What follows belongs to an exercise in optimizing a design on an open flow for small area and a short achievable clock period; a production flow would make more cautious choices. In this exercise RTL edits were held to simulation tests only and were not proved equivalent to the original. Power and IR drop assume default switching activity.

==> build 11: inputs <==
Design sparc_exu_alu, start of the top module:
module sparc_exu_alu
(
   alu_byp_rd_data_e, exu_ifu_brpc_e, exu_lsu_ldst_va_e, 
   exu_lsu_early_va_e, exu_mmu_early_va_e, alu_ecl_add_n64_e, 
   alu_ecl_add_n32_e, alu_ecl_log_n64_e, alu_ecl_log_n32_e, 
   alu_ecl_zhigh_e, alu_ecl_zlow_e, exu_ifu_regz_e,
   alu_ecl_adderin2_63_e, alu_ecl_adderin2_31_e, 
   alu_ecl_adder_out_63_e, alu_ecl_cout32_e, alu_ecl_cout64_e_l, 
   alu_ecl_mem_addr_invalid_e_l,
   cen, rclk, byp_alu_rs1_data_e, byp_alu_rs2_data_e_l, 
   byp_alu_rs3_data_e, byp_alu_rcc_data_e, ecl_alu_cin_e, 
   ifu_exu_invert_d, ecl_alu_log_sel_and_e, ecl_alu_log_sel_or_e, 
   ecl_alu_log_sel_xor_e, ecl_alu_log_sel_move_e, 
   ecl_alu_out_sel_sum_e_l, ecl_alu_out_sel_rs3_e_l, 
   ecl_alu_out_sel_shift_e_l, ecl_alu_out_sel_logic_e_l, 
   shft_alu_shift_out_e, ecl_alu_sethi_inst_e, ifu_lsu_casa_e
   );
   input cen;
   input rclk;
   input [63:0] byp_alu_rs1_data_e;    
   input [63:0] byp_alu_rs2_data_e_l;   
   input [63:0] byp_alu_rs3_data_e;   
   input [63:0] byp_alu_rcc_data_e;   
   input        ecl_alu_cin_e;             
   input        ifu_exu_invert_d;
   input  ecl_alu_log_sel_and_e; 
   input  ecl_alu_log_sel_or_e; 
   input  ecl_alu_log_sel_xor_e; 
   input  ecl_alu_log_sel_move_e;
   input  ecl_alu_out_sel_sum_e_l; 
   input  ecl_alu_out_sel_rs3_e_l; 
   input  ecl_alu_out_sel_shift_e_l; 
   input  ecl_alu_out_sel_logic_e_l;
   input [63:0] shft_alu_shift_out_e; 
   input        ecl_alu_sethi_inst_e;
   input        ifu_lsu_casa_e;
  ...
==> flow/config.mk <==
export PLATFORM = sky130hd
export DESIGN_NAME = sparc_exu_alu
export DESIGN_NICKNAME = sparc_exu_alu
export VERILOG_FILES = /design/flow/design.v
export SDC_FILE = /design/flow/constraint.sdc
export NUM_CORES = 4
export LEC_CHECK = 0
export CAP_MARGIN = 20
export CORE_MARGIN = 2
export CORE_UTILIZATION = 40
export SLEW_MARGIN = 20
==> flow/constraint.sdc <==
create_clock -name core_clock -period 9.0 [get_ports {rclk}]
set_input_delay 1.8000 -clock core_clock [delete_from_list [all_inputs] [get_ports {rclk}]]
set_output_delay 1.8000 -clock core_clock [all_outputs]
set_load 0.01 [all_outputs]
run.sh (not shown) runs the stock make flow with config.mk's settings and CLKGATE_MAP_FILE= SYNTH_SCRIPT=/design/flow/synth_recipe.tcl, a recipe that flattens the netlist after the stock synthesis.
==> trial 10 (differences from build 11) <==
==> flow/flow/run.sh (new file) <==
#!/bin/bash
set -euo pipefail
export BUFFER_PORTS_ARGS="-buffer_cell sky130_fd_sc_hd__buf_1"
bash standard.sh finish > standard_flow.log 2>&1
==> flow/standard.sh (new file) <==
#!/bin/bash
# synth_recipe.tcl (not shown) runs the flow's synth.tcl, then flattens the netlist and writes it again
# the make line also repeats each setting of config.mk as NAME=value (left out here)
make -C /OpenROAD-flow-scripts/flow DESIGN_CONFIG=/design/flow/config.mk WORK_HOME=/design/flow/orfs CLKGATE_MAP_FILE= SYNTH_SCRIPT=/design/flow/synth_recipe.tcl "${@:-finish}"
removed: flow/run.sh
==> out/results.txt <==
The run finished with no timing, DRC or antenna violations. Across the VDD grid, the largest voltage drop is 0.0000930 V. For the relative slew slack, the log shows 0.310.

The total power density per cell area was 128 nW/um^2. The number of setup buffers added after CTS is 2.
(the above is from build 11)
==> out/results.txt <==
The run finished with no timing, DRC or antenna violations. The global-route track usage on met1 is 0.410. The worst register-to-register path begins at invert_d2e.q. The total power density per cell area came out at 139 nW/um^2. IR analysis of the VDD net gives a maximum drop of 0.0000732 V.
(the above is from trial 10)

-- port drivers added, routing unchanged --
No port has a modelled driver above. Below, the same layouts with a new extraction and two added sets of constraints. Step 1: set_driving_cell puts a clkbuf_16 on rclk and a buf_2 on each other input, an assumption about the parent block. Step 2 also shifts input and output timing later by t, the mid clock arrival at the registers, as if the neighbouring blocks saw the same clock. Slacks: ideal / step 1 / step 2; pairs: ideal / step 1.
run | t, ns | slack for setup (ns) | clock arrival spread, ns | worst register clock-pin slew, ns
build 11 | 0.399 | 0.356 / 0.292 / 0.292 | 0.007 / 0.007 | 0.06 / 0.06
trial 10 | 0.392 | 0.377 / 0.269 / 0.269 | 0.018 / 0.019 | 0.07 / 0.07
After both steps every run listed still meets setup and hold. The setup slack of trial 10, which loses most, moves by -0.108 ns with the drivers and by -0.108 ns with both steps.
